Source: an optimization exercise on an open RTL-to-GDS flow (aim: small area). Production flows keep margins and buffers that such runs may drop. Only simulation tests tie the RTL to the original design; equivalence was not proved. Power and IR drop assume default switching activity.

File: flow/flow/cts_args.txt
-sink_clustering_enable -repair_clock_nets -dont_use_dummy_load
File: flow/constraint.sdc
create_clock -name core_clock -period 9.0 [get_ports {clk}]
set_input_delay 1.8000 -clock core_clock [delete_from_list [all_inputs] [get_ports {clk}]]
set_output_delay 1.8000 -clock core_clock [all_outputs]
set_load 0.01 [all_outputs]
File: flow/design.v
`timescale 1ns/100ps                                  
`timescale 1ns/100ps                                  
module rom_alpha ( address_i, q_o );
input [5:0] address_i;
output [7:0] q_o;
reg [7:0] q_o;
always@(address_i)
begin
	case(address_i)
	6'd16:q_o = 8'd4;
	6'd17:q_o = 8'd4;
	6'd18:q_o = 8'd5;
	6'd19:q_o = 8'd6;
	6'd20:q_o = 8'd7;
	6'd21:q_o = 8'd8;
	6'd22:q_o = 8'd9;
	6'd23:q_o = 8'd10;
	6'd24:q_o = 8'd12;
	6'd25:q_o = 8'd13;
	6'd26:q_o = 8'd15;
	6'd27:q_o = 8'd17;
	6'd28:q_o = 8'd20;
	6'd29:q_o = 8'd22;
	6'd30:q_o = 8'd25;
	6'd31:q_o = 8'd28;
	6'd32:q_o = 8'd32;
	6'd33:q_o = 8'd36;
	6'd34:q_o = 8'd40;
	6'd35:q_o = 8'd45;
	6'd36:q_o = 8'd50;
	6'd37:q_o = 8'd56;
	6'd38:q_o = 8'd63;
	6'd39:q_o = 8'd71;
	6'd40:q_o = 8'd80;
	6'd41:q_o = 8'd90;
	6'd42:q_o = 8'd101;
	6'd43:q_o = 8'd113;
	6'd44:q_o = 8'd127;
	6'd45:q_o = 8'd144;
	6'd46:q_o = 8'd162;
	6'd47:q_o = 8'd182;
	6'd48:q_o = 8'd203;
	6'd49:q_o = 8'd226;
	6'd50:q_o = 8'd255;
	6'd51:q_o = 8'd255;
	default: q_o = 0;
endcase
end
endmodule
`timescale 1ns/100ps                                  
module rom_beta (  address_i, q_o );
input [5:0] address_i;
output [4:0] q_o;
reg [4:0] q_o;
always@(address_i)
begin
	case(address_i)
	6'd16:q_o = 5'd2;
	6'd17:q_o = 5'd2;
	6'd18:q_o = 5'd2;
	6'd19:q_o = 5'd3;
	6'd20:q_o = 5'd3;
	6'd21:q_o = 5'd3;
	6'd22:q_o = 5'd3;
	6'd23:q_o = 5'd4;
	6'd24:q_o = 5'd4;
	6'd25:q_o = 5'd4;
	6'd26:q_o = 5'd6;
	6'd27:q_o = 5'd6;
	6'd28:q_o = 5'd7;
	6'd29:q_o = 5'd7;
	6'd30:q_o = 5'd8;
	6'd31:q_o = 5'd8;
	6'd32:q_o = 5'd9;
	6'd33:q_o = 5'd9;
	6'd34:q_o = 5'd10;
	6'd35:q_o = 5'd10;
	6'd36:q_o = 5'd11;
	6'd37:q_o = 5'd11;
	6'd38:q_o = 5'd12;
	6'd39:q_o = 5'd12;
	6'd40:q_o = 5'd13;
	6'd41:q_o = 5'd13;
	6'd42:q_o = 5'd14;
	6'd43:q_o = 5'd14;
	6'd44:q_o = 5'd15;
	6'd45:q_o = 5'd15;
	6'd46:q_o = 5'd16;
	6'd47:q_o = 5'd16;
	6'd48:q_o = 5'd17;
	6'd49:q_o = 5'd17;
	6'd50:q_o = 5'd18;
	6'd51:q_o = 5'd18;
	default: q_o = 0;
endcase
end
endmodule
`timescale 1ns/100ps                                  
module rom_clip ( address_i, q_o );
input [8:0] address_i;
output [4:0] q_o;
reg [4:0] q_o; 
always@(address_i)
begin
	case(address_i)
	{3'd1,6'd23}:q_o = 5'd1;
	{3'd1,6'd24}:q_o = 5'd1;
	{3'd1,6'd25}:q_o = 5'd1;
	{3'd1,6'd26}:q_o = 5'd1;
	{3'd1,6'd27}:q_o = 5'd1;
	{3'd1,6'd28}:q_o = 5'd1;
	{3'd1,6'd29}:q_o = 5'd1;
	{3'd1,6'd30}:q_o = 5'd1;
	{3'd1,6'd31}:q_o = 5'd1;
	{3'd1,6'd32}:q_o = 5'd1;
	{3'd1,6'd33}:q_o = 5'd2;
	{3'd1,6'd34}:q_o = 5'd2;
	{3'd1,6'd35}:q_o = 5'd2;
	{3'd1,6'd36}:q_o = 5'd2;
	{3'd1,6'd37}:q_o = 5'd3;
	{3'd1,6'd38}:q_o = 5'd3;
	{3'd1,6'd39}:q_o = 5'd3;
	{3'd1,6'd40}:q_o = 5'd4;
	{3'd1,6'd41}:q_o = 5'd4;
	{3'd1,6'd42}:q_o = 5'd4;
	{3'd1,6'd43}:q_o = 5'd5;
	{3'd1,6'd44}:q_o = 5'd6;
	{3'd1,6'd45}:q_o = 5'd6;
	{3'd1,6'd46}:q_o = 5'd7;
	{3'd1,6'd47}:q_o = 5'd8;
	{3'd1,6'd48}:q_o = 5'd9;
	{3'd1,6'd49}:q_o = 5'd10;
	{3'd1,6'd50}:q_o = 5'd11;
	{3'd1,6'd51}:q_o = 5'd13;
	{3'd2,6'd21}:q_o = 5'd1;
	{3'd2,6'd22}:q_o = 5'd1;
	{3'd2,6'd23}:q_o = 5'd1;
	{3'd2,6'd24}:q_o = 5'd1;
	{3'd2,6'd25}:q_o = 5'd1;
	{3'd2,6'd26}:q_o = 5'd1;
	{3'd2,6'd27}:q_o = 5'd1;
	{3'd2,6'd28}:q_o = 5'd1;
	{3'd2,6'd29}:q_o = 5'd1;
	{3'd2,6'd30}:q_o = 5'd1;
	{3'd2,6'd31}:q_o = 5'd2;
	{3'd2,6'd32}:q_o = 5'd2;
	{3'd2,6'd33}:q_o = 5'd2;
	{3'd2,6'd34}:q_o = 5'd2;
	{3'd2,6'd35}:q_o = 5'd3;
	{3'd2,6'd36}:q_o = 5'd3;
	{3'd2,6'd37}:q_o = 5'd3;
	{3'd2,6'd38}:q_o = 5'd4;
	{3'd2,6'd39}:q_o = 5'd4;
	{3'd2,6'd40}:q_o = 5'd5;
	{3'd2,6'd41}:q_o = 5'd5;
	{3'd2,6'd42}:q_o = 5'd6;
	{3'd2,6'd43}:q_o = 5'd7;
	{3'd2,6'd44}:q_o = 5'd8;
	{3'd2,6'd45}:q_o = 5'd8;
	{3'd2,6'd46}:q_o = 5'd10;
	{3'd2,6'd47}:q_o = 5'd11;
	{3'd2,6'd48}:q_o = 5'd12;
	{3'd2,6'd49}:q_o = 5'd13;
	{3'd2,6'd50}:q_o = 5'd15;
	{3'd2,6'd51}:q_o = 5'd17;
	{3'd3,6'd17}:q_o = 5'd1;
	{3'd3,6'd18}:q_o = 5'd1;
	{3'd3,6'd19}:q_o = 5'd1;
	{3'd3,6'd20}:q_o = 5'd1;
	{3'd3,6'd21}:q_o = 5'd1;
	{3'd3,6'd22}:q_o = 5'd1;
	{3'd3,6'd23}:q_o = 5'd1;
	{3'd3,6'd24}:q_o = 5'd1;
	{3'd3,6'd25}:q_o = 5'd1;
	{3'd3,6'd26}:q_o = 5'd1;
	{3'd3,6'd27}:q_o = 5'd2;
	{3'd3,6'd28}:q_o = 5'd2;
	{3'd3,6'd29}:q_o = 5'd2;
	{3'd3,6'd30}:q_o = 5'd2;
	{3'd3,6'd31}:q_o = 5'd3;
	{3'd3,6'd32}:q_o = 5'd3;
	{3'd3,6'd33}:q_o = 5'd3;
	{3'd3,6'd34}:q_o = 5'd4;
	{3'd3,6'd35}:q_o = 5'd4;
	{3'd3,6'd36}:q_o = 5'd4;
	{3'd3,6'd37}:q_o = 5'd5;
	{3'd3,6'd38}:q_o = 5'd6;
	{3'd3,6'd39}:q_o = 5'd6;
	{3'd3,6'd40}:q_o = 5'd7;
	{3'd3,6'd41}:q_o = 5'd8;
	{3'd3,6'd42}:q_o = 5'd9;
	{3'd3,6'd43}:q_o = 5'd10;
	{3'd3,6'd44}:q_o = 5'd11;
	{3'd3,6'd45}:q_o = 5'd13;
	{3'd3,6'd46}:q_o = 5'd14;
	{3'd3,6'd47}:q_o = 5'd16;
	{3'd3,6'd48}:q_o = 5'd18;
	{3'd3,6'd49}:q_o = 5'd20;
	{3'd3,6'd50}:q_o = 5'd23;
	{3'd3,6'd51}:q_o = 5'd25;	
	default: q_o = 0;
endcase
end
endmodule
module rca #(parameter W = 8) (a, b, ci, s, co);
input  [W-1:0] a, b;
input          ci;
output [W-1:0] s;
output         co;
wire   [W:0]   c;
assign c[0] = ci;
genvar i;
generate for (i = 0; i < W; i = i + 1) begin : bit_
	assign s[i]   = a[i] ^ b[i] ^ c[i];
	assign c[i+1] = (a[i] & b[i]) | (c[i] & (a[i] ^ b[i]));
end endgenerate
assign co = c[W];
endmodule
module rcc #(parameter W = 8) (a, b, ci, co);
input  [W-1:0] a, b;
input          ci;
output         co;
wire   [W:0]   c;
assign c[0] = ci;
genvar i;
generate for (i = 0; i < W; i = i + 1) begin : bit_
	assign c[i+1] = (a[i] & b[i]) | (c[i] & (a[i] | b[i]));
end endgenerate
assign co = c[W];
endmodule
module beta_test (a, b, nbeta1, ok);
input  [7:0] a, b;
input  [4:0] nbeta1;
output       ok;
wire [7:0] d;
wire       co;
rca #(8) sub (.a(a), .b(~b), .ci(1'b1), .s(d), .co(co));
wire s = ~co;                         
wire [4:0] x = d[4:0] ^ {5{s}};       
wire c5;
rcc #(5) cmp (.a(x), .b(nbeta1), .ci(s), .co(c5));
assign ok = ~c5 & (d[7:5] == {3{s}});
endmodule
module line_pre ( pix, en, nalpha1, nts1, nbeta1, tc0_l, ntc0_l, tc_c,
                  edge_on, ap, aq, con_s, dm, clip_l, clip_c, difp, difq );
input  [63:0] pix;       
input         en;        
input  [7:0]  nalpha1;   
input  [7:0]  nts1;      
input  [4:0]  nbeta1;    
input  [4:0]  tc0_l;     
input  [5:0]  ntc0_l;    
input  [4:0]  tc_c;      
output        edge_on, ap, aq, con_s;
output [5:0]  dm;
output        clip_l, clip_c;
output [5:0]  difp, difq;
wire [7:0] p2 = pix[55:48], p1 = pix[47:40], p0 = pix[39:32];
wire [7:0] q0 = pix[31:24], q1 = pix[23:16], q2 = pix[15:8];
wire [8:0] e   = {1'b0, q0} - {1'b0, p0};        
wire       e_s = e[8];
wire [7:0] e_x = e[7:0] ^ {8{e_s}};
wire ca, cs;
rcc #(8) cmp_a (.a(e_x), .b(nalpha1), .ci(e_s), .co(ca));
rcc #(8) cmp_s (.a(e_x), .b(nts1),    .ci(e_s), .co(cs));
assign con_s = ~cs;
wire b_p1, b_q1;
beta_test bt_p1 (.a(p1), .b(p0), .nbeta1(nbeta1), .ok(b_p1));
beta_test bt_q1 (.a(q1), .b(q0), .nbeta1(nbeta1), .ok(b_q1));
beta_test bt_p2 (.a(p2), .b(p0), .nbeta1(nbeta1), .ok(ap));
beta_test bt_q2 (.a(q2), .b(q0), .nbeta1(nbeta1), .ok(aq));
assign edge_on = en & ~ca & b_p1 & b_q1;
wire [8:0] u = {1'b0, p1} - {1'b0, q1};
wire [9:0] w;
wire       w_co;
rca #(10) add_w (.a({e_s, e}), .b({u[8], u[8], u[8], u[8:2]}), .ci(1'b1), .s(w), .co(w_co));
wire [8:0] delta = w[9:1];
wire       s     = delta[8];
wire [7:0] y     = delta[7:0] ^ {8{s}};    
wire       big   = |y[7:5];                
assign dm = {s, delta[4:0]};
wire [4:0] dd;
wire       dc;
rca #(5) sub_d (.a(y[4:0]), .b(~tc0_l), .ci(s), .s(dd), .co(dc));
assign clip_l = big | (dc & ((~ap & ~aq) | ((ap ^ aq) & (|dd)) | (ap & aq & (|dd[4:1]))));
wire cc5;
rcc #(5) cmp_c (.a(y[4:0]), .b(~tc_c), .ci(s), .co(cc5));
assign clip_c = big | cc5;
wire [8:0] a_c = p0 + q0 + 9'd1;
wire [7:0] avg = a_c[8:1];
p1_pre pp (.x2(p2), .x1(p1), .avg(avg), .tc0(tc0_l), .ntc0(ntc0_l), .dif(difp));
p1_pre pq (.x2(q2), .x1(q1), .avg(avg), .tc0(tc0_l), .ntc0(ntc0_l), .dif(difq));
endmodule
module p1_pre (x2, x1, avg, tc0, ntc0, dif);
input  [7:0] x2, x1, avg;
input  [4:0] tc0;
input  [5:0] ntc0;
output [5:0] dif;
wire [7:0] h_s;
wire       h_co;
rca #(8) add_h (.a(x2), .b(avg), .ci(1'b0), .s(h_s), .co(h_co));
wire [7:0] h = {h_co, h_s[7:1]};
wire [7:0] t;
wire       t_co;
rca #(8) sub_t (.a(h), .b(~x1), .ci(1'b1), .s(t), .co(t_co));
wire       t_s  = ~t_co;
wire [7:0] t_y  = t ^ {8{t_s}};
wire       c5;
rcc #(5) cmp (.a(t_y[4:0]), .b(~tc0), .ci(t_s), .co(c5));
wire       clip = (|t_y[7:5]) | c5;
assign dif = clip ? (t_s ? ntc0 : {1'b0, tc0}) : t[5:0];
endmodule
module add_clip (x, z, ci, y);
input  [7:0] x;
input  [5:0] z;
input        ci;
output [7:0] y;
wire [4:0] lo;
wire       c5;
rca #(5) add_lo (.a(x[4:0]), .b(z[4:0]), .ci(ci), .s(lo), .co(c5));
wire [2:0] xh  = x[7:5];
wire [2:0] inc = {xh[2] ^ (xh[1] & xh[0]), xh[1] ^ xh[0], ~xh[0]};
wire [2:0] dec = {xh[2] ^ (~xh[1] & ~xh[0]), ~(xh[1] ^ xh[0]), ~xh[0]};
wire       sg  = z[5];
wire [2:0] hi  = (sg == c5) ? xh : (c5 ? inc : dec);
wire       ovf = ~sg & c5 & (&xh);
wire       unf = sg & ~c5 & ~(|xh);
assign y = ({hi, lo} | {8{ovf}}) & ~{8{unf}};
endmodule
module add_wrap (x, z, y);
input  [7:0] x;
input  [5:0] z;
output [7:0] y;
wire [4:0] lo;
wire       c5;
rca #(5) add_lo (.a(x[4:0]), .b(z[4:0]), .ci(1'b0), .s(lo), .co(c5));
wire [2:0] xh  = x[7:5];
wire [2:0] inc = {xh[2] ^ (xh[1] & xh[0]), xh[1] ^ xh[0], ~xh[0]};
wire [2:0] dec = {xh[2] ^ (~xh[1] & ~xh[0]), ~(xh[1] ^ xh[0]), ~xh[0]};
wire       sg  = z[5];
wire [2:0] hi  = (sg == c5) ? xh : (c5 ? inc : dec);
assign y = {hi, lo};
endmodule
module line_post ( pix, edge_on, ap, aq, con_s, dm, clip_l, clip_c, difp, difq,
                   t0, t1, t2, tcc, norm, strongf, chroma, pix_o );
input  [63:0] pix;       
input         edge_on;   
input         ap, aq;    
input         con_s;     
input  [5:0]  dm;        
input         clip_l;    
input         clip_c;    
input  [5:0]  difp, difq;  
input  [4:0]  t0, t1, t2;  
input  [4:0]  tcc;       
input         norm;      
input         strongf;   
input         chroma;
output [63:0] pix_o;
wire [7:0] p3 = pix[63:56], p2 = pix[55:48], p1 = pix[47:40], p0 = pix[39:32];
wire [7:0] q0 = pix[31:24], q1 = pix[23:16], q2 = pix[15:8],  q3 = pix[7:0];
wire luma = ~chroma;
wire fn   = edge_on & norm;
wire fs   = edge_on & strongf;
wire sp   = fs & ap & con_s & luma;
wire sq   = fs & aq & con_s & luma;
wire [4:0] tc_l = (ap & aq) ? t2 : ((ap | aq) ? t1 : t0);
wire [4:0] tcs  = chroma ? tcc : tc_l;
wire       clip = chroma ? clip_c : clip_l;
wire       s    = dm[5];
wire [5:0] z    = fn ? {s, (clip ? (tcs ^ {5{s}}) : dm[4:0])} : 6'd0;
wire       zc   = fn & clip & s;
wire [7:0] p0n, q0n;
add_clip ac_p0 (.x(p0), .z(z),  .ci(zc),  .y(p0n));
add_clip ac_q0 (.x(q0), .z(~z), .ci(~zc), .y(q0n));
wire [7:0] p1n, q1n;
add_wrap aw_p1 (.x(p1), .z((fn & ap & luma) ? difp : 6'd0), .y(p1n));
add_wrap aw_q1 (.x(q1), .z((fn & aq & luma) ? difq : 6'd0), .y(q1n));
wire [7:0] a_s;
wire       a_co;
rca #(8) add_a (.a(p0), .b(q0), .ci(1'b1), .s(a_s), .co(a_co));
wire [8:0] a_c = {a_co, a_s};
wire [7:0] pq1_s;
wire       pq1_co;
rca #(8) add_pq1 (.a(p1), .b(q1), .ci(1'b0), .s(pq1_s), .co(pq1_co));
wire [9:0] cc;
rca #(9) add_c (.a(a_c), .b({pq1_co, pq1_s}), .ci(1'b1), .s(cc[8:0]), .co(cc[9]));
wire [7:0] p0s, p1s, p2s, q0s, q1s, q2s;
strong_side ssp (.x3(p3), .x2(p2), .x1(p1), .a_c(a_c), .cc(cc), .y0(p0s), .y1(p1s), .y2(p2s));
strong_side ssq (.x3(q3), .x2(q2), .x1(q1), .a_c(a_c), .cc(cc), .y0(q0s), .y1(q1s), .y2(q2s));
wire [7:0] p0c, q0c;
tap3 t3p (.x1(p1), .x0(p0), .y1(q1), .y(p0c));
tap3 t3q (.x1(q1), .x0(q0), .y1(p1), .y(q0c));
wire [7:0] p0o = fs ? (sp ? p0s : p0c) : p0n;
wire [7:0] q0o = fs ? (sq ? q0s : q0c) : q0n;
wire [7:0] p1o = sp ? p1s : p1n;
wire [7:0] q1o = sq ? q1s : q1n;
wire [7:0] p2o = sp ? p2s : p2;
wire [7:0] q2o = sq ? q2s : q2;
assign pix_o = {p3, p2o, p1o, p0o, q0o, q1o, q2o, q3};
endmodule
module strong_side (x3, x2, x1, a_c, cc, y0, y1, y2);
input  [7:0] x3, x2, x1;
input  [8:0] a_c;
input  [9:0] cc;
output [7:0] y0, y1, y2;
wire [7:0] b_s;
wire       b_co;
rca #(8) add_b (.a(x2), .b(x1), .ci(1'b1), .s(b_s), .co(b_co));
wire [9:0] s;
rca #(9) add_s (.a(a_c), .b({b_co, b_s}), .ci(1'b0), .s(s[8:0]), .co(s[9]));
assign y1 = s[9:2];
wire [10:0] t0;
rca #(10) add_0 (.a(s), .b(cc), .ci(1'b0), .s(t0[9:0]), .co(t0[10]));
assign y0 = t0[10:3];
wire [7:0] m_s;
wire       m_co;
rca #(8) add_m (.a(x3), .b(x2), .ci(1'b1), .s(m_s), .co(m_co));
wire [10:0] t2;
rca #(10) add_2 (.a(s), .b({m_co, m_s, 1'b0}), .ci(1'b0), .s(t2[9:0]), .co(t2[10]));
assign y2 = t2[10:3];
endmodule
module tap3 (x1, x0, y1, y);
input  [7:0] x1, x0, y1;
output [7:0] y;
wire [7:0] h_s;
wire       h_co;
rca #(8) add_h (.a(x0), .b(y1), .ci(1'b0), .s(h_s), .co(h_co));
wire [7:0] r_s;
wire       r_co;
rca #(8) add_r (.a(x1), .b({h_co, h_s[7:1]}), .ci(1'b1), .s(r_s), .co(r_co));
assign y = {r_co, r_s[7:1]};
endmodule
module db_filter ( clk,
					 rst, 
					 bs_luma,
					 bs_chroma_1, 
					 bs_chroma_2, 
                     qp1_i, qp2_i,
					 select,
					 p3_1_i, p2_1_i, p1_1_i, p0_1_i, q0_1_i, q1_1_i, q2_1_i, q3_1_i,
                     p3_2_i, p2_2_i, p1_2_i, p0_2_i, q0_2_i, q1_2_i, q2_2_i, q3_2_i,
                     p3_3_i, p2_3_i, p1_3_i, p0_3_i, q0_3_i, q1_3_i, q2_3_i, q3_3_i,
                     p3_4_i, p2_4_i, p1_4_i, p0_4_i, q0_4_i, q1_4_i, q2_4_i, q3_4_i,
					 p3_1_o, p2_1_o, p1_1_o, p0_1_o, q0_1_o, q1_1_o, q2_1_o, q3_1_o,
                     p3_2_o, p2_2_o, p1_2_o, p0_2_o, q0_2_o, q1_2_o, q2_2_o, q3_2_o,
                     p3_3_o, p2_3_o, p1_3_o, p0_3_o, q0_3_o, q1_3_o, q2_3_o, q3_3_o,
                     p3_4_o, p2_4_o, p1_4_o, p0_4_o, q0_4_o, q1_4_o, q2_4_o, q3_4_o
                    );
input clk;
input rst;
input [2:0] bs_luma;
input [2:0] bs_chroma_1;
input [2:0] bs_chroma_2;
input [5:0] qp1_i, qp2_i;
input select;                  
input [7:0] p3_1_i, p2_1_i, p1_1_i, p0_1_i, q0_1_i, q1_1_i, q2_1_i, q3_1_i;
input [7:0] p3_2_i, p2_2_i, p1_2_i, p0_2_i, q0_2_i, q1_2_i, q2_2_i, q3_2_i;
input [7:0] p3_3_i, p2_3_i, p1_3_i, p0_3_i, q0_3_i, q1_3_i, q2_3_i, q3_3_i;
input [7:0] p3_4_i, p2_4_i, p1_4_i, p0_4_i, q0_4_i, q1_4_i, q2_4_i, q3_4_i;
output [7:0] p3_1_o, p2_1_o, p1_1_o, p0_1_o, q0_1_o, q1_1_o, q2_1_o, q3_1_o;
output [7:0] p3_2_o, p2_2_o, p1_2_o, p0_2_o, q0_2_o, q1_2_o, q2_2_o, q3_2_o;
output [7:0] p3_3_o, p2_3_o, p1_3_o, p0_3_o, q0_3_o, q1_3_o, q2_3_o, q3_3_o;
output [7:0] p3_4_o, p2_4_o, p1_4_o, p0_4_o, q0_4_o, q1_4_o, q2_4_o, q3_4_o;
wire [6:0] qpav1 = qp1_i + qp2_i + 7'd1;
wire [5:0] index = (qpav1[6:1] >= 6'd51) ? 6'd51 : qpav1[6:1];
wire [255:0] pix_i = {p3_1_i, p2_1_i, p1_1_i, p0_1_i, q0_1_i, q1_1_i, q2_1_i, q3_1_i,
                      p3_2_i, p2_2_i, p1_2_i, p0_2_i, q0_2_i, q1_2_i, q2_2_i, q3_2_i,
                      p3_3_i, p2_3_i, p1_3_i, p0_3_i, q0_3_i, q1_3_i, q2_3_i, q3_3_i,
                      p3_4_i, p2_4_i, p1_4_i, p0_4_i, q0_4_i, q1_4_i, q2_4_i, q3_4_i};
reg [255:0] pix_1;
reg [5:0]   index_1;
reg [2:0]   bsl_1, bsc1_1, bsc2_1;
always @(posedge clk or negedge rst) begin
	if(!rst) begin
		pix_1   <= 0;
		index_1 <= 0;
		bsl_1   <= 0;
		bsc1_1  <= 0;
		bsc2_1  <= 0;
	end
	else begin
		pix_1   <= pix_i;
		index_1 <= index;
		bsl_1   <= bs_luma;
		bsc1_1  <= bs_chroma_1;
		bsc2_1  <= bs_chroma_2;
	end
end
wire [7:0] alpha;
wire [4:0] beta;
rom_alpha alpha1 ( .address_i(index_1), .q_o(alpha));
rom_beta  beta1  ( .address_i(index_1), .q_o(beta) );
wire       en      = index_1[5] | index_1[4];      
wire [7:0] nalpha1 = ~(alpha - 8'd1);
wire [7:0] nts1    = ~({2'b00, alpha[7:2]} + 8'd1);
wire [4:0] nbeta1  = ~(beta - 5'd1);
wire [4:0] tc0_l, tc0_c1, tc0_c2;
rom_clip clip_l  (.address_i({bsl_1,  index_1}), .q_o(tc0_l));
rom_clip clip_c1 (.address_i({bsc1_1, index_1}), .q_o(tc0_c1));
rom_clip clip_c2 (.address_i({bsc2_1, index_1}), .q_o(tc0_c2));
wire [5:0] ntc0_l = 6'd0 - {1'b0, tc0_l};
wire [4:0] tc_c1  = tc0_c1 + 5'd1;
wire [4:0] tc_c2  = tc0_c2 + 5'd1;
wire [3:0] edge_on, ap, aq, con_s, clip_lm, clip_cm;
wire [23:0] dm, difp, difq;
line_pre pre1 (.pix(pix_1[255:192]), .en(en), .nalpha1(nalpha1), .nts1(nts1), .nbeta1(nbeta1), .tc0_l(tc0_l), .ntc0_l(ntc0_l), .tc_c(tc_c1),
               .edge_on(edge_on[3]), .ap(ap[3]), .aq(aq[3]), .con_s(con_s[3]), .dm(dm[23:18]), .clip_l(clip_lm[3]), .clip_c(clip_cm[3]), .difp(difp[23:18]), .difq(difq[23:18]));
line_pre pre2 (.pix(pix_1[191:128]), .en(en), .nalpha1(nalpha1), .nts1(nts1), .nbeta1(nbeta1), .tc0_l(tc0_l), .ntc0_l(ntc0_l), .tc_c(tc_c1),
               .edge_on(edge_on[2]), .ap(ap[2]), .aq(aq[2]), .con_s(con_s[2]), .dm(dm[17:12]), .clip_l(clip_lm[2]), .clip_c(clip_cm[2]), .difp(difp[17:12]), .difq(difq[17:12]));
line_pre pre3 (.pix(pix_1[127:64]),  .en(en), .nalpha1(nalpha1), .nts1(nts1), .nbeta1(nbeta1), .tc0_l(tc0_l), .ntc0_l(ntc0_l), .tc_c(tc_c2),
               .edge_on(edge_on[1]), .ap(ap[1]), .aq(aq[1]), .con_s(con_s[1]), .dm(dm[11:6]),  .clip_l(clip_lm[1]), .clip_c(clip_cm[1]), .difp(difp[11:6]),  .difq(difq[11:6]));
line_pre pre4 (.pix(pix_1[63:0]),    .en(en), .nalpha1(nalpha1), .nts1(nts1), .nbeta1(nbeta1), .tc0_l(tc0_l), .ntc0_l(ntc0_l), .tc_c(tc_c2),
               .edge_on(edge_on[0]), .ap(ap[0]), .aq(aq[0]), .con_s(con_s[0]), .dm(dm[5:0]),    .clip_l(clip_lm[0]), .clip_c(clip_cm[0]), .difp(difp[5:0]),    .difq(difq[5:0]));
wire norm_l    = (bsl_1  == 3'd1) | (bsl_1  == 3'd2) | (bsl_1  == 3'd3);
wire norm_c1   = (bsc1_1 == 3'd1) | (bsc1_1 == 3'd2) | (bsc1_1 == 3'd3);
wire norm_c2   = (bsc2_1 == 3'd1) | (bsc2_1 == 3'd2) | (bsc2_1 == 3'd3);
wire strong_l  = (bsl_1  == 3'd4);
wire strong_c1 = (bsc1_1 == 3'd4);
wire strong_c2 = (bsc2_1 == 3'd4);
reg [255:0] pix_2;
reg [3:0]   edge_on_2, ap_2, aq_2, con_s_2, clip_l_2, clip_c_2;
reg [23:0]  dm_2, difp_2, difq_2;
reg [4:0]   tc0_l_2, tc_c1_2, tc_c2_2;
reg         norm_l_2, norm_c1_2, norm_c2_2, strong_l_2, strong_c1_2, strong_c2_2;
always @(posedge clk or negedge rst) begin
	if(!rst) begin
		pix_2      <= 0;
		edge_on_2  <= 0;
		ap_2       <= 0;
		aq_2       <= 0;
		con_s_2    <= 0;
		clip_l_2   <= 0;
		clip_c_2   <= 0;
		dm_2       <= 0;
		difp_2     <= 0;
		difq_2     <= 0;
		tc0_l_2    <= 0;
		tc_c1_2    <= 0;
		tc_c2_2    <= 0;
		norm_l_2   <= 0;
		norm_c1_2  <= 0;
		norm_c2_2  <= 0;
		strong_l_2 <= 0;
		strong_c1_2<= 0;
		strong_c2_2<= 0;
	end
	else begin
		pix_2      <= pix_1;
		edge_on_2  <= edge_on;
		ap_2       <= ap;
		aq_2       <= aq;
		con_s_2    <= con_s;
		clip_l_2   <= clip_lm;
		clip_c_2   <= clip_cm;
		dm_2       <= dm;
		difp_2     <= difp;
		difq_2     <= difq;
		tc0_l_2    <= tc0_l;
		tc_c1_2    <= tc_c1;
		tc_c2_2    <= tc_c2;
		norm_l_2   <= norm_l;
		norm_c1_2  <= norm_c1;
		norm_c2_2  <= norm_c2;
		strong_l_2 <= strong_l;
		strong_c1_2<= strong_c1;
		strong_c2_2<= strong_c2;
	end
end
wire [4:0] t1 = tc0_l_2 + 5'd1;
wire [4:0] t2 = tc0_l_2 + 5'd2;
wire norm_a   = select ? norm_c1_2   : norm_l_2;
wire norm_b   = select ? norm_c2_2   : norm_l_2;
wire strong_a = select ? strong_c1_2 : strong_l_2;
wire strong_b = select ? strong_c2_2 : strong_l_2;
wire [255:0] pix_o;
line_post post1 (.pix(pix_2[255:192]), .edge_on(edge_on_2[3]), .ap(ap_2[3]), .aq(aq_2[3]), .con_s(con_s_2[3]), .dm(dm_2[23:18]), .clip_l(clip_l_2[3]), .clip_c(clip_c_2[3]),
                 .difp(difp_2[23:18]), .difq(difq_2[23:18]), .t0(tc0_l_2), .t1(t1), .t2(t2), .tcc(tc_c1_2), .norm(norm_a), .strongf(strong_a), .chroma(select), .pix_o(pix_o[255:192]));
line_post post2 (.pix(pix_2[191:128]), .edge_on(edge_on_2[2]), .ap(ap_2[2]), .aq(aq_2[2]), .con_s(con_s_2[2]), .dm(dm_2[17:12]), .clip_l(clip_l_2[2]), .clip_c(clip_c_2[2]),
                 .difp(difp_2[17:12]), .difq(difq_2[17:12]), .t0(tc0_l_2), .t1(t1), .t2(t2), .tcc(tc_c1_2), .norm(norm_a), .strongf(strong_a), .chroma(select), .pix_o(pix_o[191:128]));
line_post post3 (.pix(pix_2[127:64]),  .edge_on(edge_on_2[1]), .ap(ap_2[1]), .aq(aq_2[1]), .con_s(con_s_2[1]), .dm(dm_2[11:6]),  .clip_l(clip_l_2[1]), .clip_c(clip_c_2[1]),
                 .difp(difp_2[11:6]),  .difq(difq_2[11:6]),  .t0(tc0_l_2), .t1(t1), .t2(t2), .tcc(tc_c2_2), .norm(norm_b), .strongf(strong_b), .chroma(select), .pix_o(pix_o[127:64]));
line_post post4 (.pix(pix_2[63:0]),    .edge_on(edge_on_2[0]), .ap(ap_2[0]), .aq(aq_2[0]), .con_s(con_s_2[0]), .dm(dm_2[5:0]),    .clip_l(clip_l_2[0]), .clip_c(clip_c_2[0]),
                 .difp(difp_2[5:0]),   .difq(difq_2[5:0]),   .t0(tc0_l_2), .t1(t1), .t2(t2), .tcc(tc_c2_2), .norm(norm_b), .strongf(strong_b), .chroma(select), .pix_o(pix_o[63:0]));
assign {p3_1_o, p2_1_o, p1_1_o, p0_1_o, q0_1_o, q1_1_o, q2_1_o, q3_1_o,
        p3_2_o, p2_2_o, p1_2_o, p0_2_o, q0_2_o, q1_2_o, q2_2_o, q3_2_o,
        p3_3_o, p2_3_o, p1_3_o, p0_3_o, q0_3_o, q1_3_o, q2_3_o, q3_3_o,
        p3_4_o, p2_4_o, p1_4_o, p0_4_o, q0_4_o, q1_4_o, q2_4_o, q3_4_o} = pix_o;
endmodule
File: flow/config.mk
export PLATFORM = sky130hd
export DESIGN_NAME = db_filter
export DESIGN_NICKNAME = db_filter
export VERILOG_FILES = /design/flow/design.v
export SDC_FILE = /design/flow/constraint.sdc
export NUM_CORES = 8
export LEC_CHECK = 0
export CAP_MARGIN = 20
export CORE_MARGIN = 2
export CORE_UTILIZATION = 40
export SLEW_MARGIN = 20
File: flow/flow/abc_area.script
&get -n
&st
&dch
&nf -R 1000
&put
File: flow/flow/run.sh
#!/bin/bash
set -euo pipefail
HERE=$(pwd)
FLOWDIR=$HERE/flow

# ORFS synth.tcl with the ABC script replaced by ours
sed -e "s#-script \$abc_script#-script $FLOWDIR/abc_area.script#" \
    $FLOW_HOME/scripts/synth_preamble.tcl > $HERE/my_synth_preamble.tcl
sed -e "s#source \$::env(SCRIPTS_DIR)/synth_preamble.tcl#source $HERE/my_synth_preamble.tcl#" \
    $FLOW_HOME/scripts/synth.tcl > $HERE/my_synth.tcl
grep -q "my_synth_preamble.tcl" $HERE/my_synth.tcl
grep -q "$FLOWDIR/abc_area.script" $HERE/my_synth_preamble.tcl
# The standard flow's synthesis script, sourcing the modified synth.tcl
sed -e "s#source \$::env(SCRIPTS_DIR)/synth.tcl#source $HERE/my_synth.tcl#" \
    $HERE/synth_recipe.tcl > $HERE/my_synth_recipe.tcl
grep -q "my_synth.tcl" $HERE/my_synth_recipe.tcl
# standard.sh with our synthesis script
sed -e "s#SYNTH_SCRIPT=[^ ]*#SYNTH_SCRIPT=$HERE/my_synth_recipe.tcl#" $HERE/standard.sh > $HERE/my_standard.sh
grep -q "my_synth_recipe.tcl" $HERE/my_standard.sh

export SYNTH_ARGS="-noabc"
export BUFFER_PORTS_ARGS="-buffer_cell sky130_fd_sc_hd__buf_1"
if [[ -s $FLOWDIR/cts_args.txt ]]; then
  export CTS_ARGS="$(cat $FLOWDIR/cts_args.txt)"
fi
bash $HERE/my_standard.sh > $HERE/standard.log 2>&1
File: flow/standard.sh
#!/bin/bash
# synth_recipe.tcl (not shown) runs the flow's synth.tcl, then flattens the netlist and writes it again
# the make line also repeats each setting of config.mk as NAME=value (left out here)
make -C /OpenROAD-flow-scripts/flow DESIGN_CONFIG=/design/flow/config.mk WORK_HOME=/design/flow/orfs CLKGATE_MAP_FILE= SYNTH_SCRIPT=/design/flow/synth_recipe.tcl "${@:-finish}"
==> summary.txt, run 1 <==
Floorplanning
  – Die area: 0.1334 mm2
  – Die height: 365.2 um
  – CORE AREA: 0.1295 mm2
  – IO Pins: 536
  – Std cell rows: 132
  – Starting density of the core: 0.4030
  – Die Wd: 365.2 um

Routing
  – DR vias/cell: 5.128
  – DRC: 0
  – Total detailed-routing wirelength: 158800 um
  – Iter 0 DRT Violations: 2591
  – Antenna Nets Post-Route: 0
  – DR vias: 35400
  – Drt wl/cell: 23.00 um
  – First-pass iteration count of the detailed router: 6

Power
  – Tot Pwr: 13.50 mW
  – Peak VDD IR: 0.1257 mV
  – Leakage: 24.15 nW
  – Power density cells: 230.4 mW/mm2

Global route
  – Initial antenna violation count: 5
  – M2 GR Usage: 0.3939
  – M3 GR Usage: 0.03503
  – Pin count of the biggest net entering global routing: 155
  – First-pass GRT wire length: 237300 um
  – Met1 layer usage reported by global route: 0.3341
  – All-Layer GR Usage: 0.2419
  – Gr ovfl total: 0
  – Vias in the first global route: 37550
  – Top Usage Layer GRT: met2

Critical path
  – Crit-path cells: clkinv_1 > ha_1 > clkinv_1 > fa_1 > fa_1 > fa_1 > fa_1 > fa_1 > fa_1 > fa_1 > fa_1 > fa_2 > fa_1 > fa_1 > nor2_1 > o22ai_2 > buf_2
  – Most used cell, CP: fa_1
  – R2R setup slack: 0.88 ns
  – Worst Setup End Kind: output pin
  – Worst EP arrival: 6.97 ns
  – Critical path's largest stage delay: 0.55 ns
  – Top cell family by delay on the critical path: adder cells
  – Max FO, Critical Path: 3
  – Startpoint types: flip-flop
  – Buffers and inverters on the worst path: 3
  – Crit Path Category: flip-flop to output pin
  – Slowest stage cell, crit path: fa_1
  – CP required: 7.20 ns

Clock network
  – Reg clk slew, reported paths: 0.06 ns
  – Later-pin clock latency in the skew report: 0.69 ns
  – CTS max path bufs: 3
  – Clock Sinks: 644
  – Max H-tree Level: 3
  – CTS Buf Count: 79
  – Cts hold-fix bufs: 0
  – CTS tree: built
  – Root buffer cell: clkbuf_16

Yosys
  – Synthesized area: 0.05218 mm2
  – Syn Inst Count: 4548
  – EDFF count, synth: 0
  – Simple-Gate Fraction of Synth Area: 0.08517
  – Post-synthesis adder-cell area fraction: 0.4088
  – Compound-cell area share of the yosys netlist: 0.08891
  – Top_reg_cell synth: dfrtp_1
  – Post-synthesis xor/xnor area fraction: 0.05153
  – Seq/Total Area, Yosys: 0.3088
  – Largest family of logic cells by synthesized area: adder cells
  – Syn_nets: 5978
  – Synth Register Bits: 644
  – Synth warn: 4
  – Synth unique cells: 57
  – Average size of a mapped cell: 11.47 um2
  – Post-synth ARST share: 1.000
  – Multiplexer share of the synthesized area: 0.01160

Timing
  – Final Hold Viols: 0
  – Period utilisation layout: 0.9746
  – Final setup skew: 0.04717 ns
  – Final max-slew violation count: 0
  – RSZ-0062 raised after global routing: no
  – Worst Max-Slew Pin Slew: 1.181 ns
  – Max Freq: 114.0 MHz
  – Slew Limit Headroom: 0.2072
  – Final setup viols: 0
  – Sum of negative setup slack: 0 ns
  – Fin crit period: 8.772 ns

Status
  – Status: finished clean

Layout
  – Area Growth Syn to Fin: 12.27%
  – Post-route cell area: 0.05859 mm2
  – Commonest non-fill, non-tap cell in the layout: fa_1
  – Most frequent cells in the layout: 804 x fa_1, 644 x dfrtp_1, 528 x buf_1, 491 x clkinv_1, 478 x nand2_1
  – Layout cell share with drive strength beyond 1: 0.04091
  – Layout Nets: 6590

Placed design
  – GP Congestion: 0.9249
  – Placement Cell Area: 0.05643 mm2
  – Hpwl dp: 131100 um
  – Port buffer count: 535

Min path
  – Tightest Hold Check Type: flip-flop to flip-flop

Run
  – Max cap viols: 0
cells in the mapped netlist, types with 5 or more instances:
library cell / number / area share
a211oi_1: 14 / 0.0020
a21o_1: 36 / 0.0052
a21oi_1: 204 / 0.020
a221oi_1: 29 / 0.0049
a22o_1: 6 / 0.0010
a22oi_1: 19 / 0.0027
a31o_1: 14 / 0.0023
a31oi_1: 46 / 0.0055
and2_0: 73 / 0.0088
and3_1: 20 / 0.0024
and3b_1: 6 / 0.0010
and4b_1: 10 / 0.0019
buf_4: 64 / 0.0092
clkinv_1: 500 / 0.036
dfrtp_1: 644 / 0.31
fa_1: 845 / 0.32
ha_1: 305 / 0.073
maj3_1: 60 / 0.012
mux2_1: 28 / 0.0060
mux2i_1: 29 / 0.0056
nand2_1: 478 / 0.034
nand2b_1: 20 / 0.0024
nand3_1: 55 / 0.0053
nand3b_1: 6 / 0.00086
nand4b_1: 6 / 0.0010
nor2_1: 251 / 0.018
nor2b_1: 23 / 0.0028
nor3_1: 13 / 0.0012
nor3b_1: 5 / 0.00072
nor4b_1: 8 / 0.0013
o211ai_1: 16 / 0.0023
o21ai_0: 231 / 0.022
o21bai_1: 31 / 0.0045
o221ai_1: 6 / 0.0010
o22ai_1: 81 / 0.0097
o31ai_1: 7 / 0.0010
or2_0: 12 / 0.0014
or3_1: 7 / 0.00084
xnor2_1: 178 / 0.030
xor2_1: 129 / 0.022
stage by stage:
stage                     setup slack (ns)  cells    util  hold WS, ns
after floorplan                      1.174   4548       -       0.3312
after global placement              0.5164   6817  0.4357       0.3315
final                               0.2284   6904  0.4525       0.3237
after detailed placement            0.4483   6817  0.4358       0.3347
after global routing             0.0006630   6902  0.4524       0.3281
after CTS                        0.0009552   6896  0.4514       0.3301
state kept, by name (all words and copies together) (netlist names), 3 cells and up:
signal,cells
clip_c_2,4
edge_on_2,4
difp_2,24
difq_2,24
pix_2,256
aq_2,4
tc_c2_2,5
bsc1_1,3
ap_2,4
bsc2_1,3
pix_1,256
clip_l_2,4
tc0_l_2,5
bsl_1,3
dm_2,24
con_s_2,4
tc_c1_2,5
index_1,6
repair_timing:
item | in CTS | in global routing
endpoints found under the setup margin | 4 | 24
pin swaps | 0 | 7
setup buffers | 0 | 4
hold endpoints to repair | 0 | 0
gates resized for setup | 12 | 47
worst paths after layout:
kind | startpoint | end | cells after the start
worst max-delay path | pix_2[88] | q0_3_o[6] | 17
worst max register to register | pix_1[96] | difq_2[8] | 23
min in group asynchronous | rst | pix_1[108] | 1
worst min register to register | pix_1[188] | pix_2[188] | 0
worst min-delay path | pix_1[188] | pix_2[188] | 0
max in group asynchronous | rst | pix_2[192] | 3
cell type report:
| class | count | area (um2) |
|---|---|---|
| tap | 1742 | 2180 |
| sequential | 644 | 16120 |
| fill | 12270 | 70900 |
| clock buffer | 79 | 1977 |
| timing repair buffer | 595 | 2520 |
| antenna | 4 | 10.01 |
| multi-input combinational | 3340 | 33910 |
| inverter | 500 | 1878 |
where the power goes:
group	switching (mW)	leakage, nW	internal (mW)
Sequential	0.333	7.63	3.18
Combinational	4.16	15.6	3.11
Clock	1.19	0.974	1.53
worst reg2reg max path, delay by kind of cell (launching register included):
| family | cells | cell delay, ns |
|---|---|---|
| simple gates | 2 | 0.30 |
| flops | 1 | 0.48 |
| xor+xnor | 1 | 0.31 |
| fa+ha+maj | 11 | 5.02 |
| buf+inv | 3 | 0.34 |
| compound gates | 6 | 1.58 |
metal layers:
metal	vias to the layer above	wire length, um
met5	-	0
met4	0	4672
met3	222	8813
met2	1028	76890
met1	18130	68410
li1	16030	-
cells by family (layout without fill, tap and decap cells):
| group | after synthesis | in the layout |
|---|---|---|
| compound gates | 769 | 769 |
| fa+ha+maj | 1210 | 1210 |
| simple gates | 997 | 997 |
| other cells | 0 | 4 |
| flops | 644 | 644 |
| xor+xnor | 307 | 307 |
| buf+inv | 564 | 1174 |
| mux | 57 | 57 |
==> run 2: changes to the inputs <==
==> flow/flow/cts_args.txt (replaced) <==
-sink_clustering_enable -repair_clock_nets -dont_use_dummy_load -buf_list sky130_fd_sc_hd__clkbuf_8 -sink_clustering_size 16 -sink_clustering_max_diameter 60
==> summary.txt, run 2 <==
Yosys
  – Seq/Total Area, Yosys: 0.3088
  – Yosys top cell area share: 0.3242
  – Synth Register Bits: 644
  – Synth unique cells: 57
  – Syn Inst Count: 4548
  – Synthesized area: 0.05218 mm2
  – Average size of a mapped cell: 11.47 um2
  – Top_reg_cell synth: dfrtp_1
  – Top-count cell post-synth: fa_1
  – Area contributors post-synth: fa_1 32%, dfrtp_1 31%, ha_1 7.3%, clkinv_1 3.6%, nand2_1 3.4%
  – Post-synth ARST share: 1.000
  – EDFF count, synth: 0
  – Synth cell count leaders: 845 x fa_1, 644 x dfrtp_1, 500 x clkinv_1
  – Synth warn: 4
  – Syn_nets: 5978
  – Post-synth top area cell: fa_1

Global route
  – First-pass GRT wire length: 236000 um
  – All-Layer GR Usage: 0.2404
  – Gr ovfl total: 0
  – Pin count of the biggest net entering global routing: 155
  – Initial antenna violation count: 7
  – Vias in the first global route: 37450

Floorplanning
  – Std cell rows: 132
  – IO Pins: 536
  – CORE AREA: 0.1295 mm2
  – Die height: 365.2 um
  – Die Wd: 365.2 um
  – Starting density of the core: 0.4030
  – Die area: 0.1334 mm2

Routing
  – First-pass iteration count of the detailed router: 8
  – Antenna Nets Post-Route: 0
  – Iter 0 DRT Violations: 2690
  – DR vias/cell: 5.110
  – DRC: 0
  – Total detailed-routing wirelength: 158200 um
  – Drt wl/cell: 22.90 um
  – DR vias: 35310

Power
  – Clk pwr share: 0.146
  – Pint: 7.137 mW
  – Logic pwr share: 0.579
  – Seq pwr share: 0.275
  – Power density cells: 220.0 mW/mm2
  – Leakage: 23.74 nW
  – Sw Ratio: 0.4393
  – Peak VDD IR: 0.1638 mV
  – Psw: 5.593 mW

Layout
  – Post-route insts no fill: 6909
  – Layout Nets: 6595
  – Layout cell share with drive strength beyond 1: 0.05171
  – Most frequent cells in the layout: 758 x fa_1, 644 x dfrtp_1, 525 x buf_1, 488 x clkinv_1, 478 x nand2_1
  – Area Growth Syn to Fin: 10.89%
  – Post-route cell area: 0.05787 mm2
  – Commonest non-fill, non-tap cell in the layout: fa_1
  – Biggest regs: pix_1 (256), pix_2 (256)

Run
  – Max cap viols: 0

Timing
  – Period utilisation layout: 0.9742
  – RSZ-0062 raised after global routing: yes
  – Worst Max-Slew Pin Slew: 1.138 ns
  – Final setup viols: 0
  – Final max-slew violation count: 0
  – Slew Limit Headroom: 0.2362
  – Sum of negative setup slack: 0 ns
  – Final Hold Viols: 0
  – Fin crit period: 8.767 ns
  – Final setup skew: 0.09457 ns
  – Max Freq: 114.1 MHz

Critical path
  – Worst Setup End Kind: output pin
  – Crit-path cells: clkinv_1 > ha_1 > clkinv_1 > fa_2 > fa_2 > fa_1 > ha_1 > a31o_1 > fa_1 > fa_2 > fa_1 > fa_2 > fa_1 > fa_1 > fa_1 > nand2_1 > nand2_1 > buf_1
  – Startpoint types: flip-flop
  – Max FO, Critical Path: 3
  – Slowest stage cell, crit path: fa_2
  – Most used cell, CP: fa_1
  – Critical path's largest stage delay: 0.65 ns
  – Worst EP arrival: 6.97 ns
  – CP required: 7.20 ns
  – Crit Path Category: flip-flop to output pin

Placed design
  – Placed cell count: 6817
  – Port buffer count: 535
  – GP Congestion: 0.9249
  – Placement Cell Area: 0.05643 mm2
  – Hpwl dp: 131100 um

Clock network
  – Later-pin clock latency in the skew report: 0.82 ns
  – Cts hold-fix bufs: 0
  – Max H-tree Level: 3
  – Reg clk slew, reported paths: 0.10 ns
  – CTS max path bufs: 3
  – CTS tree: built
  – CTS Buf Count: 81
  – Clock Sinks: 644
  – Root buffer cell: clkbuf_8

Min path
  – Tightest Hold Check Type: flip-flop to flip-flop

Status
  – Status: finished clean
[run 2: timing repair]
action                     4_1_cts  5_1_grt
gates resized for setup         36       76
pin swaps                        6       16
setup endpoints to repair       20       30
buffers inserted                 1        6
[run 2: area by class of cell]
type                    count  area [um2]
fillers                 12350       71620
repair buffers            598        2546
multi-input cells        3340       34010
well taps                1742        2180
flip-flops and latches    644       16120
clock buffers              81        1115
diodes                      4       10.01
inverters                 500        1886
[run 2: metal layers]
layer	part of all wire	vias up	wire length, um	global-route usage
li1	-	16010	-	-
met1	0.44	18110	68850	0.3351
met2	0.48	996	76580	0.3917
met3	0.053	190	8447	0.03205
met4	0.028	0	4355	0.07391
met5	0	-	0	0
[run 2: power groups by stage]
stage | sequential (mW) | clock, mW | combinational [mW]
floorplan | 3.44 | 0 | 5.11
global placement | 3.57 | 0 | 6.95
detailed placement | 3.57 | 0 | 7.13
CTS | 3.51 | 1.94 | 7.21
global route | 3.55 | 2.03 | 8.31
finish | 3.50 | 1.86 | 7.37
[run 2: cells by family (layout without fill, tap and decap cells)]
group                    Yosys count  count (layout)  share of synthesized area
AO/OA/AOI/OAI                    769             769                    0.08891
buffers and inverters            564            1179                    0.04517
XOR/XNOR                         307             307                    0.05153
other                              0               4                          0
multiplexers                      57              57                    0.01160
adder cells (fa/ha/maj)         1210            1210                     0.4088
flip-flops                       644             644                     0.3088
AND/OR/NAND/NOR                  997             997                    0.08517
[run 2: metrics by stage]
step           utilization  power [mW]  setup slack (ns)  hold slack (ns)
2_1_floorplan            -       8.553             1.174           0.3312
3_3_place_gp        0.4357       10.52            0.5164           0.3315
3_5_place_dp        0.4358       10.70            0.4483           0.3347
4_1_cts             0.4452       12.66         -0.002836           0.2920
5_1_grt             0.4469       13.90          -0.03967           0.3020
6_report            0.4469       12.73            0.2325           0.2923
[run 2: final timing paths]
kind	cells past startpoint	slack, ns	start	endpoint
min in group asynchronous	1	1.01	rst	pix_1[108]
max in group asynchronous	3	6.19	rst	pix_2[243]
setup / recovery	18	0.23	pix_2[96]	q2_3_o[6]
hold / removal	0	0.29	pix_1[199]	pix_2[199]
setup reg to reg	23	0.83	pix_1[96]	difq_2[8]
hold reg to reg	0	0.29	pix_1[199]	pix_2[199]
[run 2: critical path: cells and delay by family, from the launching register on]
family                   cells  cell delay, ns
flip-flops                   1            0.41
adder cells (fa/ha/maj)     12            5.10
AND/OR/NAND/NOR              2            0.12
AO/OA/AOI/OAI                1            0.23
buffers and inverters        3            0.30
==> run 3: changes to the inputs <==
--- a/flow/design.v
+++ b/flow/design.v
@@ -287,5 +287,6 @@
 rcc #(5) cmp_c (.a(y[4:0]), .b(~tc_c), .ci(s), .co(cc5));
 assign clip_c = big | cc5;
-wire [8:0] a_c = p0 + q0 + 9'd1;
+wire [8:0] a_c;
+rca #(8) add_a (.a(p0), .b(q0), .ci(1'b1), .s(a_c[7:0]), .co(a_c[8]));
 wire [7:0] avg = a_c[8:1];
 p1_pre pp (.x2(p2), .x1(p1), .avg(avg), .tc0(tc0_l), .ntc0(ntc0_l), .dif(difp));
@@ -377,19 +378,13 @@
 add_wrap aw_p1 (.x(p1), .z((fn & ap & luma) ? difp : 6'd0), .y(p1n));
 add_wrap aw_q1 (.x(q1), .z((fn & aq & luma) ? difq : 6'd0), .y(q1n));
-wire [7:0] a_s;
-wire       a_co;
-rca #(8) add_a (.a(p0), .b(q0), .ci(1'b1), .s(a_s), .co(a_co));
-wire [8:0] a_c = {a_co, a_s};
-wire [7:0] pq1_s;
-wire       pq1_co;
-rca #(8) add_pq1 (.a(p1), .b(q1), .ci(1'b0), .s(pq1_s), .co(pq1_co));
+wire [8:0] pq1, ep, eq;
+rca #(8) add_pq1 (.a(p1), .b(q1), .ci(1'b0), .s(pq1[7:0]), .co(pq1[8]));
+rca #(8) add_ep  (.a(p1), .b(p0), .ci(1'b1), .s(ep[7:0]),  .co(ep[8]));
+rca #(8) add_eq  (.a(q1), .b(q0), .ci(1'b1), .s(eq[7:0]),  .co(eq[8]));
 wire [9:0] cc;
-rca #(9) add_c (.a(a_c), .b({pq1_co, pq1_s}), .ci(1'b1), .s(cc[8:0]), .co(cc[9]));
-wire [7:0] p0s, p1s, p2s, q0s, q1s, q2s;
-strong_side ssp (.x3(p3), .x2(p2), .x1(p1), .a_c(a_c), .cc(cc), .y0(p0s), .y1(p1s), .y2(p2s));
-strong_side ssq (.x3(q3), .x2(q2), .x1(q1), .a_c(a_c), .cc(cc), .y0(q0s), .y1(q1s), .y2(q2s));
-wire [7:0] p0c, q0c;
-tap3 t3p (.x1(p1), .x0(p0), .y1(q1), .y(p0c));
-tap3 t3q (.x1(q1), .x0(q0), .y1(p1), .y(q0c));
+rca #(9) add_c (.a(ep), .b(eq), .ci(1'b0), .s(cc[8:0]), .co(cc[9]));
+wire [7:0] p0s, p1s, p2s, q0s, q1s, q2s, p0c, q0c;
+strong_side ssp (.x3(p3), .x2(p2), .y0(q0), .e(ep), .pq1(pq1), .cc(cc), .y0s(p0s), .y1s(p1s), .y2s(p2s), .y0c(p0c));
+strong_side ssq (.x3(q3), .x2(q2), .y0(p0), .e(eq), .pq1(pq1), .cc(cc), .y0s(q0s), .y1s(q1s), .y2s(q2s), .y0c(q0c));
 wire [7:0] p0o = fs ? (sp ? p0s : p0c) : p0n;
 wire [7:0] q0o = fs ? (sq ? q0s : q0c) : q0n;
@@ -400,35 +395,25 @@
 assign pix_o = {p3, p2o, p1o, p0o, q0o, q1o, q2o, q3};
 endmodule
-module strong_side (x3, x2, x1, a_c, cc, y0, y1, y2);
-input  [7:0] x3, x2, x1;
-input  [8:0] a_c;
+module strong_side (x3, x2, y0, e, pq1, cc, y0s, y1s, y2s, y0c);
+input  [7:0] x3, x2, y0;
+input  [8:0] e, pq1;
 input  [9:0] cc;
-output [7:0] y0, y1, y2;
-wire [7:0] b_s;
-wire       b_co;
-rca #(8) add_b (.a(x2), .b(x1), .ci(1'b1), .s(b_s), .co(b_co));
+output [7:0] y0s, y1s, y2s, y0c;
+wire [8:0] f;
+rca #(8) add_f (.a(x2), .b(y0), .ci(1'b0), .s(f[7:0]), .co(f[8]));
 wire [9:0] s;
-rca #(9) add_s (.a(a_c), .b({b_co, b_s}), .ci(1'b0), .s(s[8:0]), .co(s[9]));
-assign y1 = s[9:2];
+rca #(9) add_s (.a(e), .b(f), .ci(1'b1), .s(s[8:0]), .co(s[9]));
+assign y1s = s[9:2];
 wire [10:0] t0;
 rca #(10) add_0 (.a(s), .b(cc), .ci(1'b0), .s(t0[9:0]), .co(t0[10]));
-assign y0 = t0[10:3];
-wire [7:0] m_s;
-wire       m_co;
-rca #(8) add_m (.a(x3), .b(x2), .ci(1'b1), .s(m_s), .co(m_co));
+assign y0s = t0[10:3];
+wire [8:0] m;
+rca #(8) add_m (.a(x3), .b(x2), .ci(1'b1), .s(m[7:0]), .co(m[8]));
 wire [10:0] t2;
-rca #(10) add_2 (.a(s), .b({m_co, m_s, 1'b0}), .ci(1'b0), .s(t2[9:0]), .co(t2[10]));
-assign y2 = t2[10:3];
-endmodule
-module tap3 (x1, x0, y1, y);
-input  [7:0] x1, x0, y1;
-output [7:0] y;
-wire [7:0] h_s;
-wire       h_co;
-rca #(8) add_h (.a(x0), .b(y1), .ci(1'b0), .s(h_s), .co(h_co));
-wire [7:0] r_s;
-wire       r_co;
-rca #(8) add_r (.a(x1), .b({h_co, h_s[7:1]}), .ci(1'b1), .s(r_s), .co(r_co));
-assign y = {r_co, r_s[7:1]};
+rca #(10) add_2 (.a(s), .b({m, 1'b0}), .ci(1'b0), .s(t2[9:0]), .co(t2[10]));
+assign y2s = t2[10:3];
+wire [9:0] x;
+rca #(9) add_x (.a(e), .b(pq1), .ci(1'b1), .s(x[8:0]), .co(x[9]));
+assign y0c = x[9:2];
 endmodule
 module db_filter ( clk,
--- a/flow/flow/run.sh
+++ b/flow/flow/run.sh
@@ -8,6 +8,8 @@
     $FLOW_HOME/scripts/synth_preamble.tcl > $HERE/my_synth_preamble.tcl
 sed -e "s#source \$::env(SCRIPTS_DIR)/synth_preamble.tcl#source $HERE/my_synth_preamble.tcl#" \
+    -e "s#extract_fa {\*}\[dont_use_extract_fa_args\]#extract_fa -fa#" \
     $FLOW_HOME/scripts/synth.tcl > $HERE/my_synth.tcl
 grep -q "my_synth_preamble.tcl" $HERE/my_synth.tcl
+grep -q "extract_fa -fa" $HERE/my_synth.tcl
 grep -q "$FLOWDIR/abc_area.script" $HERE/my_synth_preamble.tcl
 # The standard flow's synthesis script, sourcing the modified synth.tcl
==> flow/flow/cts_args.txt (replaced) <==
-sink_clustering_enable -repair_clock_nets -dont_use_dummy_load -buf_list sky130_fd_sc_hd__clkbuf_16 -sink_clustering_size 24 -sink_clustering_max_diameter 70
==> summary.txt, run 3 <==
Floorplanning
  – Starting density of the core: 0.4025
  – Die height: 354.0 um
  – CORE AREA: 0.1217 mm2
  – Die area: 0.1253 mm2
  – Die Wd: 354.0 um
  – Std cell rows: 128
  – IO Pins: 536

Critical path
  – Buffers and inverters on the worst path: 2
  – Startpoint types: flip-flop
  – Crit Path Category: flip-flop to output pin
  – Critical path's largest stage delay: 0.53 ns
  – Worst Setup End Kind: output pin
  – Slowest stage cell, crit path: fa_1
  – Crit-path cells: or2_0 > fa_1 > fa_2 > fa_1 > fa_2 > buf_4 > fa_1 > fa_1 > fa_1 > fa_1 > fa_1 > fa_1 > fa_1 > nand2_1 > nand2_1 > buf_1
  – Max FO, Critical Path: 6
  – CP required: 7.20 ns
  – Most used cell, CP: fa_1
  – Worst EP arrival: 7.01 ns
  – Top cell family by delay on the critical path: adder cells

Global route
  – Pin count of the biggest net entering global routing: 166
  – Gr ovfl total: 0
  – All-Layer GR Usage: 0.2468
  – Initial antenna violation count: 7
  – First-pass GRT wire length: 230100 um
  – Vias in the first global route: 35690

Clock network
  – CTS max path bufs: 3
  – CTS tree: built
  – Clock Sinks: 644
  – Max H-tree Level: 2
  – Reg clk slew, reported paths: 0.10 ns
  – Root buffer cell: clkbuf_16
  – Cts hold-fix bufs: 0
  – CTS Buf Count: 57
  – Later-pin clock latency in the skew report: 0.69 ns

Placed design
  – Port buffer count: 535
  – Placement Cell Area: 0.05313 mm2
  – Hpwl dp: 124900 um
  – Placed cell count: 6382
  – GP Congestion: 0.9158

Layout
  – Area Growth Syn to Fin: 11.84%
  – Biggest regs: pix_1 (256), pix_2 (256)
  – Multi-input logic area: 0.03168 mm2
  – Post-route cell area: 0.05480 mm2
  – Post-route insts no fill: 6455
  – Layout cell share with drive strength beyond 1: 0.03962
  – Layout filler cell count: 11610
  – Final core utilization: 0.4502
  – Most frequent cells in the layout: 809 x fa_1, 633 x dfrtp_1, 530 x buf_1, 507 x nand2_1, 274 x nor2_1
  – Reg area: 0.01613 mm2
  – Layout Nets: 5944
  – Commonest non-fill, non-tap cell in the layout: fa_1

Yosys
  – Synth cell count leaders: 841 x fa_1, 644 x dfrtp_1, 507 x nand2_1
  – Yosys top cell area share: 0.3436
  – Average size of a mapped cell: 11.59 um2
  – Compound-cell area share of the yosys netlist: 0.08570
  – Synth Register Bits: 644
  – EDFF count, synth: 0
  – Synth unique cells: 52
  – Syn Inst Count: 4229
  – Top_reg_cell synth: dfrtp_1
  – Syn_nets: 5350
  – Top-count cell post-synth: fa_1
  – Seq/Total Area, Yosys: 0.3289
  – Post-synth top area cell: fa_1
  – Largest family of logic cells by synthesized area: adder cells
  – Post-synth ARST share: 1.000
  – Post-synthesis xor/xnor area fraction: 0.07186
  – Simple-Gate Fraction of Synth Area: 0.1067
  – Synthesized area: 0.04899 mm2
  – Post-synthesis adder-cell area fraction: 0.3692
  – Area contributors post-synth: fa_1 34%, dfrtp_1 33%, xor2_1 4.3%, nand2_1 3.9%, xnor2_1 2.9%
  – Multiplexer share of the synthesized area: 0.008683
  – Synth warn: 4

Run
  – Max cap viols: 0

Routing
  – Iter 0 DRT Violations: 2774
  – DRC: 0
  – First-pass iteration count of the detailed router: 5
  – Drt wl/cell: 23.69 um
  – Antenna Nets Post-Route: 0
  – DR vias: 33660
  – Total detailed-routing wirelength: 152900 um
  – DR vias/cell: 5.214

Timing
  – Final setup viols: 0
  – Fin crit period: 8.814 ns
  – Final max-slew violation count: 0
  – Sum of negative setup slack: 0 ns
  – Final Hold Viols: 0
  – Period utilisation layout: 0.9793
  – Final setup skew: 0.07234 ns
  – Slew Limit Headroom: 0.2157
  – Max Freq: 113.5 MHz
  – Worst Max-Slew Pin Slew: 1.171 ns

Power
  – Leakage: 21.53 nW
  – Power density cells: 225.1 mW/mm2
  – Tot Pwr: 12.34 mW
  – Peak VDD IR: 0.1490 mV

Status
  – Status: finished clean

Min path
  – Tightest Hold Check Type: flip-flop to flip-flop
[run 3: changes by cell type in the layout (fill, tap and decap cells not counted), sizes merged, moves of 26 or more]
cell / delta
ha: -305
clkinv: -245
xor2: +109
maj3: +65
nor2b: +44
o21ai: +38
nand2: +29
nor2: +26
or2: +26
[run 3: final cells by class]
cell class                 instances  share of cell area
multi-input combinational       3271              0.5782
clock buffer                      57             0.02603
tap                             1625             0.03711
sequential                       644              0.2944
inverter                         250             0.01713
antenna                            9           0.0004110
timing repair buffer             599             0.04681
[run 3: metal layers]
metal,track usage,vias to the layer above,routed length [um]
li1,-,15060,-
met1,0.3485,17340,66730
met2,0.3987,1007,73510
met3,0.02670,250,7235
met4,0.08466,0,5438
met5,0,-,0
[run 3: kinds of logic after synthesis]
logic type | Yosys count
XOR/XNOR | 402
AO/OA/AOI/OAI | 718
flip-flops | 644
multiplexers | 42
buffers and inverters | 314
adder cells (fa/ha/maj) | 966
AND/OR/NAND/NOR | 1143
[run 3: stage by stage]
stage,hold WS (ns),setup slack (ns)
floorplan,0.3312,1.180
global placement,0.3315,0.5201
detailed placement,0.3347,0.4655
CTS,0.3023,0.003626
global route,0.3048,-0.008270
finish,0.2982,0.1860
[run 3: worst paths after layout]
check                                start          to  slack [ns]  depth (start not counted)
worst min register to register  pix_1[197]  pix_2[197]        0.30                          0
worst max register to register   pix_1[88]   difq_2[9]        0.57                         22
min in group asynchronous              rst  pix_1[135]        1.24                          1
max in group asynchronous              rst   pix_1[51]        5.88                          3
worst max-delay path            pix_2[144]   q2_2_o[6]        0.19                         16
worst min-delay path            pix_1[197]  pix_2[197]        0.30                          0
[run 3: worst reg2reg max path: cells and delay by family (launching register included)]
kind | cells | cell delay [ns]
DFF | 1 | 0.55
buffers and inverters | 2 | 0.28
adders and majority gates | 15 | 6.28
AOI/OAI and AO/OA | 3 | 0.74
xor gates and xnor gates | 1 | 0.18
and+or+nand+nor | 1 | 0.30
[run 3: where the power goes]
part | switching [mW] | leakage, nW | internal (mW) | total (mW)
combinational | 3.77 | 13.2 | 2.87 | 6.64
sequential | 0.355 | 7.60 | 3.17 | 3.53
clock | 1.07 | 0.702 | 1.10 | 2.17
[run 3: what timing repair did]
action | CTS | global route
setup endpoints to repair | 2 | 15
pin swaps | 0 | 6
hold endpoints to repair | 0 | 0
gates resized for setup | 4 | 51
setup buffers | 0 | 5
==> run 4: changes to the inputs <==
==> flow/flow/cts_args.txt (replaced) <==
-sink_clustering_enable -repair_clock_nets -dont_use_dummy_load -buf_list sky130_fd_sc_hd__clkbuf_8 -sink_clustering_size 16 -sink_clustering_max_diameter 60
==> summary.txt, run 4 <==
Yosys
  – Top-count cell post-synth: fa_1
  – Syn_nets: 5350
  – Area contributors post-synth: fa_1 34%, dfrtp_1 33%, xor2_1 4.3%, nand2_1 3.9%, xnor2_1 2.9%
  – Average size of a mapped cell: 11.59 um2
  – Post-synth top area cell: fa_1
  – Synth warn: 4
  – Post-synth ARST share: 1.000
  – Synth Register Bits: 644

Routing
  – First-pass iteration count of the detailed router: 8
  – Antenna Nets Post-Route: 0

Layout
  – Layout Nets: 5973
  – Commonest non-fill, non-tap cell in the layout: fa_1
  – Layout cell share with drive strength beyond 1: 0.05505

Critical path
  – Critical path's largest stage delay: 0.61 ns
  – Buffers and inverters on the worst path: 1
  – Crit-path cells: or2_0 > fa_2 > fa_2 > fa_2 > fa_2 > fa_1 > fa_1 > fa_1 > fa_1 > fa_2 > fa_1 > fa_1 > nor2_1 > o22ai_2 > buf_2
  – Worst Setup SP: pix_2[16]
  – Worst Setup End Kind: output pin
  – Stages on the worst setup path: 15
  – Cell count of the worst reg-to-reg path: 21

Run
  – Max cap viols: 0

Global route
  – Vias in the first global route: 35880
  – Initial antenna violation count: 9
  – All-Layer GR Usage: 0.2480
  – Pin count of the biggest net entering global routing: 166
  – First-pass GRT wire length: 230000 um

Power
  – Seq pwr share: 0.294
  – Sw Ratio: 0.4311

Floorplanning
  – CORE AREA: 0.1217 mm2
  – Starting density of the core: 0.4025
  – IO Pins: 536
  – Std cell rows: 128
  – Die area: 0.1253 mm2

Timing
  – Final WS setup: 0.2128 ns
  – Slew Limit Headroom: 0.2202
  – Worst Max-Slew Pin Slew: 1.164 ns
  – Final setup viols: 0
  – Fin crit period: 8.787 ns

Min path
  – Worst hold path startpoint: pix_1[197]
  – Worst hold path depth: 0
  – Tightest Hold Check Type: flip-flop to flip-flop
  – Hold Path Sink: pix_2[197]

Status
  – Status: finished clean

Placed design
  – Port buffer count: 535
  – Hpwl dp: 124900 um

Clock network
  – Root buffer cell: clkbuf_8
  – CTS max path bufs: 3
  – Max H-tree Level: 3
  – CTS Buf Count: 73
## run 4: cell count changes in the layout (fill, tap and decap cells not counted), sizes merged
cell | before | now
buf | 594 | 605
diode | 9 | 10
clkbuf | 62 | 80
## run 4: how the worst max path moves through the flow
stage,endpoint,slack [ns]
floorplan,p0_3_o[6],1.18
global placement,p0_1_o[2],0.52
detailed placement,p0_1_o[6],0.47
CTS,q0_1_o[6],0.002
global route,p0_4_o[6],-0.02
finish,q0_4_o[6],0.21
## run 4: repair_timing
action / in CTS / in global routing
gates cloned: 0 / 0
endpoints found under the hold margin: 0 / 0
setup endpoints to repair: 12 / 21
hold buffers: 0 / 0
setup buffers: 5 / 13
resized for setup: 46 / 57
pin swaps: 4 / 11
## run 4: layer usage
metal	part of all wire	wire length, um	track usage
met3	0.054	8344	0.03361
met4	0.034	5155	0.08958
met5	0	0	0
met2	0.48	73630	0.3975
met1	0.43	66200	0.3465
## run 4: area by class of cell
cell class / count / area [um2] / area share
tap: 1625 / 2033 / 0.03725
timing repair buffer: 612 / 2669 / 0.04890
inverter: 250 / 938.4 / 0.01719
sequential: 644 / 16140 / 0.2956
multi-input combinational: 3271 / 31780 / 0.5822
antenna: 10 / 25.02 / 0.0004585
clock buffer: 73 / 1005 / 0.01841
## run 4: cell families (layout without fill, tap and decap cells)
group | Yosys count | after routing | synth area share
and+or+nand+nor | 1143 | 1143 | 0.1067
adders and majority gates | 966 | 966 | 0.3692
AOI/OAI and AO/OA | 718 | 718 | 0.08570
DFF | 644 | 644 | 0.3289
xor gates and xnor gates | 402 | 402 | 0.07186
buffers and inverters | 314 | 935 | 0.02896
muxes | 42 | 42 | 0.008683
other | 0 | 10 | 0
## run 4: worst register-to-register path, cell delays in order (launching register included)
cell	delay (ns)
dfrtp_1	0.40
or2_0	0.31
fa_1	0.41
fa_1	0.51
fa_1	0.41
fa_1	0.46
fa_1	0.45
fa_1	0.43
fa_1	0.44
fa_1	0.43
fa_1	0.52
clkinv_1	0.08
fa_1	0.40
fa_1	0.54
xor2_1	0.20
maj3_1	0.35
maj3_1	0.43
maj3_1	0.39
maj3_1	0.37
o21ai_1	0.48
o211ai_1	0.22
o21ai_0	0.12
## run 4: stage by stage
step	cells	total power, mW	hold slack (ns)
after floorplan	4229	8.220	0.3312
after global placement	6382	9.948	0.3315
after detailed placement	6382	10.12	0.3347
after CTS	6460	11.97	0.2932
after global routing	6483	13.07	0.2969
final	6485	11.99	0.2890
## run 4: power by group through the flow
stage	clock (mW)	combinational (mW)	sequential (mW)
5_1_grt	1.93	7.58	3.57
2_1_floorplan	0	4.78	3.44
6_report	1.74	6.73	3.52
3_3_place_gp	0	6.37	3.58
4_1_cts	1.83	6.62	3.53
3_5_place_dp	0	6.54	3.58

Re-timed with assumed drivers on the ports (clkbuf_16 on the clock, buf_2 on other inputs), run 4 has 0.142 ns of setup slack against 0.213 ns with ideal ports, and 0.315 ns once port delays also move by the mid clock arrival of 0.830 ns.
